Source: an optimization exercise on an open RTL-to-GDS flow (aim: small area). Production flows keep margins and buffers that such runs may drop.
The RTL was checked by simulation tests, not by an equivalence proof against the original design.
Power and IR drop assume default switching activity.

Setup of run A:
## tank_game
module tank_game(
    input        clk,
    input        rst_n,
    input        press_up_1,
    input        press_down_1,
    input        press_left_1,
    input        press_right_1,
    input        press_fire_1,
    input        press_up_2,
    input        press_down_2,
    input        press_left_2,
    input        press_right_2,
    input        press_fire_2,
    input        vga_busy,
    input  [5:0] vga_x,
    input  [5:0] vga_y,
    output       is_map,
    output [1:0] game_state,
    output [1:0] who_wins,
    output [5:0] tank_1_x,
    output [5:0] tank_1_y,
    output [1:0] tank_1_dir,
    output [2:0] tank_1_life,
    output [5:0] tank_2_x,
    output [5:0] tank_2_y,
    output [1:0] tank_2_dir,
    output [2:0] tank_2_life,
    output [4:0] valid_1_shell,
    output [4:0] valid_2_shell,
    output [5:0] shell_1_0_x, output [5:0] shell_1_0_y,
    output [5:0] shell_1_1_x, output [5:0] shell_1_1_y,
    output [5:0] shell_1_2_x, output [5:0] shell_1_2_y,
    output [5:0] shell_1_3_x, output [5:0] shell_1_3_y,
    output [5:0] shell_1_4_x, output [5:0] shell_1_4_y,
    output [5:0] shell_2_0_x, output [5:0] shell_2_0_y,
    output [5:0] shell_2_1_x, output [5:0] shell_2_1_y,
    output [5:0] shell_2_2_x, output [5:0] shell_2_2_y,
    output [5:0] shell_2_3_x, output [5:0] shell_2_3_y,
    output [5:0] shell_2_4_x, output [5:0] shell_2_4_y
);
==> flow/config.mk <==
export PLATFORM = sky130hd
export DESIGN_NAME = tank_game
export DESIGN_NICKNAME = tank_game
export VERILOG_FILES = /design/flow/design.v
export SDC_FILE = /design/flow/constraint.sdc
export NUM_CORES = 4
export LEC_CHECK = 0
export CAP_MARGIN = 0
export CORE_MARGIN = 2
export CORE_UTILIZATION = 35
export GPL_TIMING_DRIVEN = 0
export PLACE_DENSITY = 0.5
export SLEW_MARGIN = 0
==> flow/constraint.sdc <==
create_clock -name core_clock -period 40.0 [get_ports {clk}]
set_input_delay 8.0000 -clock core_clock [delete_from_list [all_inputs] [get_ports {clk}]]
set_output_delay 8.0000 -clock core_clock [all_outputs]
set_load 0.01 [all_outputs]
standard.sh (not shown) runs the stock make flow with config.mk's settings and CLKGATE_MAP_FILE= SYNTH_SCRIPT=/design/flow/synth_recipe.tcl, a recipe that flattens the netlist after the stock synthesis.
==> flow/flow/run.sh <==
#!/bin/bash
# Layout: the standard ORFS flow, except that
#  - the standard synthesis's logic between the registers is re-mapped by ABC
#    for area with a few scripts, keeping the smallest result (registers
#    untouched: same cells, same names);
#  - the ports get the smallest buffer;
#  - the clock tree uses clkbuf_4 in clusters of at most 8 sinks, no dummy loads.
set -euo pipefail
W=$PWD
R=$W/orfs/results/$FLOW_PLATFORM/tank_game/base
LIB=$FLOW_HOME/platforms/$FLOW_PLATFORM/lib/sky130_fd_sc_hd__tt_025C_1v80.lib
export BUFFER_PORTS_ARGS="-buffer_cell sky130_fd_sc_hd__buf_1"
export CTS_ARGS="-sink_clustering_enable -repair_clock_nets -dont_use_dummy_load -buf_list sky130_fd_sc_hd__clkbuf_4 -sink_clustering_size 8 -sink_clustering_max_diameter 50"

bash standard.sh $R/1_2_yosys.v > $W/synth.log 2>&1
cp $R/1_2_yosys.v $W/standard_synth.v

best=""
best_area=""
for s in $W/flow/area*.abc; do
  n=$(basename $s .abc)
  sed -e "s#{LIB}#$LIB#g" -e "s#{IN}#$W/standard_synth.v#" -e "s#{OUT}#$W/remap_$n.v#" \
      -e "s#{TOP}#$FLOW_TOP#" -e "s#{ABC}#$s#" $W/flow/remap.ys > $W/remap_$n.ys
  yosys -q -l $W/remap_$n.log -s $W/remap_$n.ys > /dev/null
  a=$(grep "Chip area" $W/remap_$n.log | tail -1 | awk '{print $NF}')
  echo "$n $a" >> $W/remap_areas.txt
  if [[ -z "$best" ]] || awk -v a="$a" -v b="$best_area" 'BEGIN{exit !(a < b)}'; then
    best=$n; best_area=$a
  fi
done
echo "chosen $best $best_area" >> $W/remap_areas.txt
cp $W/remap_$best.v $R/1_2_yosys.v
touch $R/1_2_yosys.v $R/1_2_yosys.sdc
bash standard.sh > $W/layout.log 2>&1
==> flow/flow/area1.abc <==
&get -n
&st
&b
&dc2
&dch -f
&nf -R 1000
&st
&b
&dc2
&dch -f
&nf -R 1000
&st
&b
&dc2
&dch -f
&nf -R 1000
&st
&b
&dc2
&dch -f
&nf -R 1000
&put
topo
==> flow/flow/area2.abc <==
&get -n
&st
&b
&dc2
&dch -f
&nf -R 1000
&st
&b
&dc2
&dch -f
&nf -R 1000
&st
&b
&dc2
&dch -f
&nf -R 1000
&st
&b
&dc2
&dch -f
&nf -R 1000
&put
&get -n
&st
&dch -f
&nf -R 1000 -p
&put
topo
==> flow/flow/area3.abc <==
&get -n
&st
&dc2
&dch -f
&nf -R 1000
&st
&dc2
&dch -f
&nf -R 1000
&st
&dc2
&dch -f
&nf -R 1000
&st
&dc2
&dch -f
&nf -R 1000
&put
topo
==> flow/flow/area4.abc <==
&get -n
&st
&dc2
&dch -f
&nf -R 1000
&st
&dc2
&dch -f
&nf -R 1000
&st
&dc2
&dch -f
&nf -R 1000
&st
&dc2
&dch -f
&nf -R 1000
&st
&dc2
&dch -f
&nf -R 1000
&st
&dc2
&dch -f
&nf -R 1000
&st
&dc2
&dch -f
&nf -R 1000
&st
&dc2
&dch -f
&nf -R 1000
&put
topo
Other scripts of this flow, unchanged in this note and not shown: flow/flow/remap.ys
The following lists how run B was set up differently from run A:
==> flow/flow/run.sh <==
#!/bin/bash
# Layout: the standard ORFS flow, except that
#  - the standard synthesis's logic between the registers is re-mapped by ABC
#    for area: a few scripts, each run on the smallest netlist so far, for up
#    to three rounds (registers untouched: same cells, same names);
#  - the ports get the smallest buffer;
#  - the clock tree uses clkbuf_4 in clusters of at most 8 sinks, no dummy loads.
set -euo pipefail
W=$PWD
R=$W/orfs/results/$FLOW_PLATFORM/tank_game/base
LIB=$FLOW_HOME/platforms/$FLOW_PLATFORM/lib/sky130_fd_sc_hd__tt_025C_1v80.lib
export BUFFER_PORTS_ARGS="-buffer_cell sky130_fd_sc_hd__buf_1"
export CTS_ARGS="-sink_clustering_enable -repair_clock_nets -dont_use_dummy_load -buf_list sky130_fd_sc_hd__clkbuf_4 -sink_clustering_size 8 -sink_clustering_max_diameter 50"

bash standard.sh $R/1_2_yosys.v > $W/synth.log 2>&1
cp $R/1_2_yosys.v $W/standard_synth.v

area() { grep "Chip area" "$1" | tail -1 | awk '{print $NF}'; }
smaller() { awk -v a="$1" -v b="$2" 'BEGIN { exit !(a < b) }'; }

best=$W/standard_synth.v
best_area=1e12
for round in 1 2 3; do
  pids=()
  for s in $W/flow/s*.abc; do
    n=r${round}_$(basename $s .abc)
    sed -e "s#{LIB}#$LIB#g" -e "s#{IN}#$best#" -e "s#{OUT}#$W/$n.v#" \
        -e "s#{TOP}#$FLOW_TOP#" -e "s#{ABC}#$s#" $W/flow/remap.ys > $W/$n.ys
    yosys -q -l $W/$n.log -s $W/$n.ys > /dev/null 2>&1 &
    pids+=($!)
  done
  for p in "${pids[@]}"; do wait $p; done
  improved=0
  for s in $W/flow/s*.abc; do
    n=r${round}_$(basename $s .abc)
    a=$(area $W/$n.log)
    echo "$n $a" >> $W/remap_areas.txt
    if smaller "$a" "$best_area"; then best=$W/$n.v; best_area=$a; improved=1; fi
  done
  echo "round $round best $best $best_area" >> $W/remap_areas.txt
  [[ $improved == 1 ]] || break
done
cp $best $R/1_2_yosys.v
touch $R/1_2_yosys.v $R/1_2_yosys.sdc
bash standard.sh > $W/layout.log 2>&1
==> flow/flow/s1.abc (new file) <==
&get -n
&st
&b
&dc2
&dch -f
&nf -R 1000
&st
&b
&dc2
&dch -f
&nf -R 1000
&st
&b
&dc2
&dch -f
&nf -R 1000
&st
&b
&dc2
&dch -f
&nf -R 1000
&put
topo
==> flow/flow/s2.abc (new file) <==
&get -n
&st
&b
&dc2
&dch -f
&nf -R 1000
&st
&b
&dc2
&dch -f
&nf -R 1000
&st
&b
&dc2
&dch -f
&nf -R 1000
&st
&b
&dc2
&dch -f
&nf -R 1000
&put
&get -n
&st
&dch -f
&nf -R 1000 -p
&put
topo
==> flow/flow/s3.abc (new file) <==
&get -n
&st
&dc2
&dch -f
&nf -R 1000
&st
&dc2
&dch -f
&nf -R 1000
&st
&dc2
&dch -f
&nf -R 1000
&st
&dc2
&dch -f
&nf -R 1000
&put
topo
==> flow/flow/s4.abc (new file) <==
&get -n
&st
&deepsyn -T 60
&dch -f
&nf -R 1000
&st
&b
&dc2
&dch -f
&nf -R 1000
&st
&b
&dc2
&dch -f
&nf -R 1000
&put
topo
removed: flow/flow/area1.abc
removed: flow/flow/area2.abc
removed: flow/flow/area3.abc
removed: flow/flow/area4.abc
### Flow results
Run B against run A: global-route wire length before repair went down about 3%, cell count went down 1.1%.
In the flow results for run A and run B, the die area is smaller on run B.
Clock-buffer cell count (lower): run A
Compare run A and run B | final critical-path share of the clock period higher: run B
As of run B, chip height had fallen slightly compared to run A.
Re area after synthesis: run A was higher than run B.
On number of instances in the synthesized netlist: between run A and run B, it ends up lower for run B.
Going from run A to run B, global-route usage shrinks by 0.30 points.
Non-clock buffer count (higher): run B
According to the power report, total power for run B is higher than for run A.
A capturing instance or port of the critical path of valid_2_shell[0] is what run B shows, while valid_1_shell[0] belongs to run A.
### run B -> run C
==> flow/flow/run.sh <==
#!/bin/bash
# Layout: the standard ORFS flow, except that
#  - the standard synthesis's logic between the registers is re-mapped by ABC
#    for area (registers untouched: same cells, same names): in each round
#    every script s*.abc runs on each of the two smallest netlists so far,
#    for up to six rounds, until the smallest gains less than 0.05%;
#  - the ports get the smallest buffer;
#  - the clock tree uses clkbuf_4 in clusters of at most 8 sinks, no dummy loads.
set -euo pipefail
W=$PWD
R=$W/orfs/results/$FLOW_PLATFORM/tank_game/base
LIB=$FLOW_HOME/platforms/$FLOW_PLATFORM/lib/sky130_fd_sc_hd__tt_025C_1v80.lib
export BUFFER_PORTS_ARGS="-buffer_cell sky130_fd_sc_hd__buf_1"
export CTS_ARGS="-sink_clustering_enable -repair_clock_nets -dont_use_dummy_load -buf_list sky130_fd_sc_hd__clkbuf_4 -sink_clustering_size 8 -sink_clustering_max_diameter 50"

bash standard.sh $R/1_2_yosys.v > $W/synth.log 2>&1
cp $R/1_2_yosys.v $W/standard_synth.v

area() { grep "Chip area" "$1" | tail -1 | awk '{print $NF}'; }

# candidates: "area netlist" lines, smallest first
echo "1e12 $W/standard_synth.v" > $W/cands.txt
for round in 1 2 3 4 5 6; do
  prev=$(head -1 $W/cands.txt | awk '{print $1}')
  k=0
  for c in $(head -2 $W/cands.txt | awk '{print $2}'); do
    k=$((k + 1))
    pids=()
    for s in $W/flow/s*.abc; do
      n=r${round}_c${k}_$(basename $s .abc)
      sed -e "s#{LIB}#$LIB#g" -e "s#{IN}#$c#" -e "s#{OUT}#$W/$n.v#" \
          -e "s#{TOP}#$FLOW_TOP#" -e "s#{ABC}#$s#" $W/flow/remap.ys > $W/$n.ys
      yosys -q -l $W/$n.log -s $W/$n.ys > /dev/null 2>&1 &
      pids+=($!)
    done
    for p in "${pids[@]}"; do wait $p; done
    for s in $W/flow/s*.abc; do
      n=r${round}_c${k}_$(basename $s .abc)
      echo "$(area $W/$n.log) $W/$n.v" >> $W/cands.txt
      echo "$n $(area $W/$n.log)" >> $W/remap_areas.txt
    done
  done
  sort -g $W/cands.txt | awk '!seen[$1]++' > $W/cands.tmp && mv $W/cands.tmp $W/cands.txt
  best=$(head -1 $W/cands.txt | awk '{print $1}')
  echo "round $round best $(head -1 $W/cands.txt)" >> $W/remap_areas.txt
  awk -v a="$best" -v b="$prev" 'BEGIN { exit !(a < 0.9995 * b) }' || break
done
cp $(head -1 $W/cands.txt | awk '{print $2}') $R/1_2_yosys.v
touch $R/1_2_yosys.v $R/1_2_yosys.sdc
bash standard.sh > $W/layout.log 2>&1
==> flow/flow/s5.abc (new file) <==
&get -n
&st
&dch -f
&nf -R 1000 -E 100
&put
topo
==> flow/flow/s6.abc (new file) <==
&get -n
&st
&dch -f
&nf -R 1000 -a -A 4
&put
topo
Notes after the runs:
- Run C: clock network power share lower than run B
- In the flow results for run B and run C, the worst hold-check slack is larger on run C.
- Between run C and run B, it is run C whose signed area change from the synthesized netlist to the final layout is lower, by 0.16 points.
- Between run B and run C, share of the cycle needed by the critical path after routing decreased.
- Area: run C vs run B -> run C smaller
- The higher sequential share of layout area of run B and run C is in run C.
- Diff run B -> run C | post-synthesis cell area | decrease of about 0.7%
- Run C gives less static leakage than run B did.
- From run B to run C the numbers moved as follows: routed metal-1 wire length picked up an extra about 1.3%, hold-fix buffer count after cts neither gained nor lost much.
diff inputs: run C => run D
==> flow/flow/run.sh <==
#!/bin/bash
# Layout: the standard ORFS flow, except that
#  - the standard synthesis's logic between the registers is re-mapped by ABC
#    for area: a few scripts, each run on the smallest netlist so far, for up
#    to eight rounds, until a round gains less than 0.1% (registers untouched: same cells, same names);
#  - the ports get the smallest buffer;
#  - the clock tree uses clkbuf_4 in clusters of at most 8 sinks, no dummy loads.
set -euo pipefail
W=$PWD
R=$W/orfs/results/$FLOW_PLATFORM/tank_game/base
LIB=$FLOW_HOME/platforms/$FLOW_PLATFORM/lib/sky130_fd_sc_hd__tt_025C_1v80.lib
export BUFFER_PORTS_ARGS="-buffer_cell sky130_fd_sc_hd__buf_1"
export CTS_ARGS="-sink_clustering_enable -repair_clock_nets -dont_use_dummy_load -buf_list sky130_fd_sc_hd__clkbuf_4 -sink_clustering_size 8 -sink_clustering_max_diameter 50"

bash standard.sh $R/1_2_yosys.v > $W/synth.log 2>&1
cp $R/1_2_yosys.v $W/standard_synth.v

area() { grep "Chip area" "$1" | tail -1 | awk '{print $NF}'; }
smaller() { awk -v a="$1" -v b="$2" 'BEGIN { exit !(a < b) }'; }

best=$W/standard_synth.v
best_area=1e12
for round in 1 2 3 4 5 6 7 8; do
  prev_area=$best_area
  pids=()
  for s in $W/flow/s*.abc; do
    n=r${round}_$(basename $s .abc)
    sed -e "s#{LIB}#$LIB#g" -e "s#{IN}#$best#" -e "s#{OUT}#$W/$n.v#" \
        -e "s#{TOP}#$FLOW_TOP#" -e "s#{ABC}#$s#" $W/flow/remap.ys > $W/$n.ys
    yosys -q -l $W/$n.log -s $W/$n.ys > /dev/null 2>&1 &
    pids+=($!)
  done
  for p in "${pids[@]}"; do wait $p; done
  improved=0
  for s in $W/flow/s*.abc; do
    n=r${round}_$(basename $s .abc)
    a=$(area $W/$n.log)
    echo "$n $a" >> $W/remap_areas.txt
    if smaller "$a" "$best_area"; then best=$W/$n.v; best_area=$a; improved=1; fi
  done
  echo "round $round best $best $best_area" >> $W/remap_areas.txt
  [[ $improved == 1 ]] || break
  awk -v a="$best_area" -v b="$prev_area" 'BEGIN { exit !(a < 0.999 * b) }' || break
done
cp $best $R/1_2_yosys.v
touch $R/1_2_yosys.v $R/1_2_yosys.sdc
bash standard.sh > $W/layout.log 2>&1
removed: flow/flow/s5.abc
removed: flow/flow/s6.abc
--- outcome ---
Run D vs. run C: fraction of power consumed by the clock network moved down; area of the multi-input gates moved up; maximum resistive drop on vdd moved down; fraction of final layout cells sized beyond drive strength 1 moved up; post-route worst setup slack moved down. When the final numbers for run C and run D were put side by side, the switching fraction of total power turned out to be greater in run D. Compared with run C, the router placed more vias in run D. Per the comparison of run D with run C, filler-free cell count of the finished design rose about 1.1%; combinational-cell power consumption rose 10%. Worst-margin pin slew in run D vs run C: down 0.043 ns. Run D: via density per instance is 0.73% lower than what run C reported.
#### Input delta (run E over run D)
==> flow/flow/s5.abc (new file) <==
&get -n
&st
&dch -f
&nf -R 1000 -E 100
&put
topo
==> flow/flow/s6.abc (new file) <==
&get -n
&st
&dch -f
&nf -R 1000 -a -A 4
&put
topo
Results
- Status | run D and run E | clean
- Run E against run D: clock network fraction of design power has increased; total chip power shrank by 3.4%.
- Between run D and run E, reg2reg setup slack increased.
- Delta (run E minus run D): total area of sequential cells was more or less identical; clock group total power was more or less identical; met1 layer wirelength in the final routing went down by 760 um.
What run F does differently from run E at the input level:
- CORE_UTILIZATION changed from 35 to 45
- PLACE_DENSITY changed from 0.5 to 0.6
==> flow/flow/run.sh <==
#!/bin/bash
# Layout: the standard ORFS flow, except that
#  - the standard synthesis's logic between the registers is re-mapped by ABC
#    for area (registers untouched: same cells, same names): in each round
#    every script s*.abc runs on each of the two smallest netlists so far,
#    for up to six rounds, until the smallest gains less than 0.05%;
#  - the ports get the smallest buffer;
#  - the clock tree uses clkbuf_4 in clusters of at most 8 sinks, no dummy loads.
set -euo pipefail
W=$PWD
R=$W/orfs/results/$FLOW_PLATFORM/tank_game/base
LIB=$FLOW_HOME/platforms/$FLOW_PLATFORM/lib/sky130_fd_sc_hd__tt_025C_1v80.lib
export BUFFER_PORTS_ARGS="-buffer_cell sky130_fd_sc_hd__buf_1"
export CTS_ARGS="-sink_clustering_enable -repair_clock_nets -dont_use_dummy_load -buf_list sky130_fd_sc_hd__clkbuf_4 -sink_clustering_size 8 -sink_clustering_max_diameter 50"

bash standard.sh $R/1_2_yosys.v > $W/synth.log 2>&1
cp $R/1_2_yosys.v $W/standard_synth.v

area() { grep "Chip area" "$1" | tail -1 | awk '{print $NF}'; }

# candidates: "area netlist" lines, smallest first
echo "1e12 $W/standard_synth.v" > $W/cands.txt
for round in 1 2 3 4 5 6; do
  prev=$(head -1 $W/cands.txt | awk '{print $1}')
  k=0
  for c in $(head -2 $W/cands.txt | awk '{print $2}'); do
    k=$((k + 1))
    pids=()
    for s in $W/flow/s*.abc; do
      n=r${round}_c${k}_$(basename $s .abc)
      sed -e "s#{LIB}#$LIB#g" -e "s#{IN}#$c#" -e "s#{OUT}#$W/$n.v#" \
          -e "s#{TOP}#$FLOW_TOP#" -e "s#{ABC}#$s#" $W/flow/remap.ys > $W/$n.ys
      yosys -q -l $W/$n.log -s $W/$n.ys > /dev/null 2>&1 &
      pids+=($!)
    done
    for p in "${pids[@]}"; do wait $p; done
    for s in $W/flow/s*.abc; do
      n=r${round}_c${k}_$(basename $s .abc)
      echo "$(area $W/$n.log) $W/$n.v" >> $W/cands.txt
      echo "$n $(area $W/$n.log)" >> $W/remap_areas.txt
    done
  done
  sort -g $W/cands.txt | awk '!seen[$1]++' > $W/cands.tmp && mv $W/cands.tmp $W/cands.txt
  best=$(head -1 $W/cands.txt | awk '{print $1}')
  echo "round $round best $(head -1 $W/cands.txt)" >> $W/remap_areas.txt
  awk -v a="$best" -v b="$prev" 'BEGIN { exit !(a < 0.9995 * b) }' || break
done
cp $(head -1 $W/cands.txt | awk '{print $2}') $R/1_2_yosys.v
touch $R/1_2_yosys.v $R/1_2_yosys.sdc
bash standard.sh > $W/layout.log 2>&1
## What came out
- Run F against run E: wire length of the first global-routing pass down 6.4%, post-route minimum period down 0.57 ns, worst supply voltage drop on vdd down 1.2%, final standard cell count with taps included and fillers excluded down about 5.4%.
- Routed wire in run F totals less than in run E.
- Run F vs. run E: setup slack up 0.57 ns, routed length on met2 saw a decrease.

[afterwards: timing with drivers on the ports]
The results above use ideal ports. As a check the final layouts listed here were re-extracted and re-timed, cells and wires unchanged. Step 1 (the two cells are an assumption about what drives the block):
set clk [get_ports {clk}]
set_driving_cell -lib_cell sky130_fd_sc_hd__clkbuf_16 $clk
set_driving_cell -lib_cell sky130_fd_sc_hd__buf_2 [delete_from_list [all_inputs] $clk]
Step 2 adds t to the input delays and takes it off the output delays; t is the mean of the earliest and latest rising clock arrival at the registers after step 1. Input paths then give back, and output paths get back, about the clock's delay inside the block. a / b / c = ideal / step 1 / step 2; a / b = the first two.
| run | t, ns | slack for setup (ns) | worst register clock-pin slew, ns |
|---|---|---|---|
| run A | 0.805 | 29.685 / 29.633 / 29.458 | 0.11 / 0.11 |
| run B | 0.818 | 29.564 / 29.507 / 29.689 | 0.10 / 0.10 |
| run C | 0.796 | 29.652 / 29.596 / 29.375 | 0.10 / 0.10 |
| run D | 0.811 | 29.561 / 29.512 / 29.092 | 0.10 / 0.10 |
| run E | 0.830 | 29.094 / 29.040 / 29.300 | 0.10 / 0.10 |
| run F | 0.797 | 29.668 / 29.619 / 29.327 | 0.11 / 0.11 |
After both steps setup and hold are still met in every run listed. For run D, which loses most, drivers alone change the setup slack by -0.049 ns; drivers and shift together by -0.469 ns.
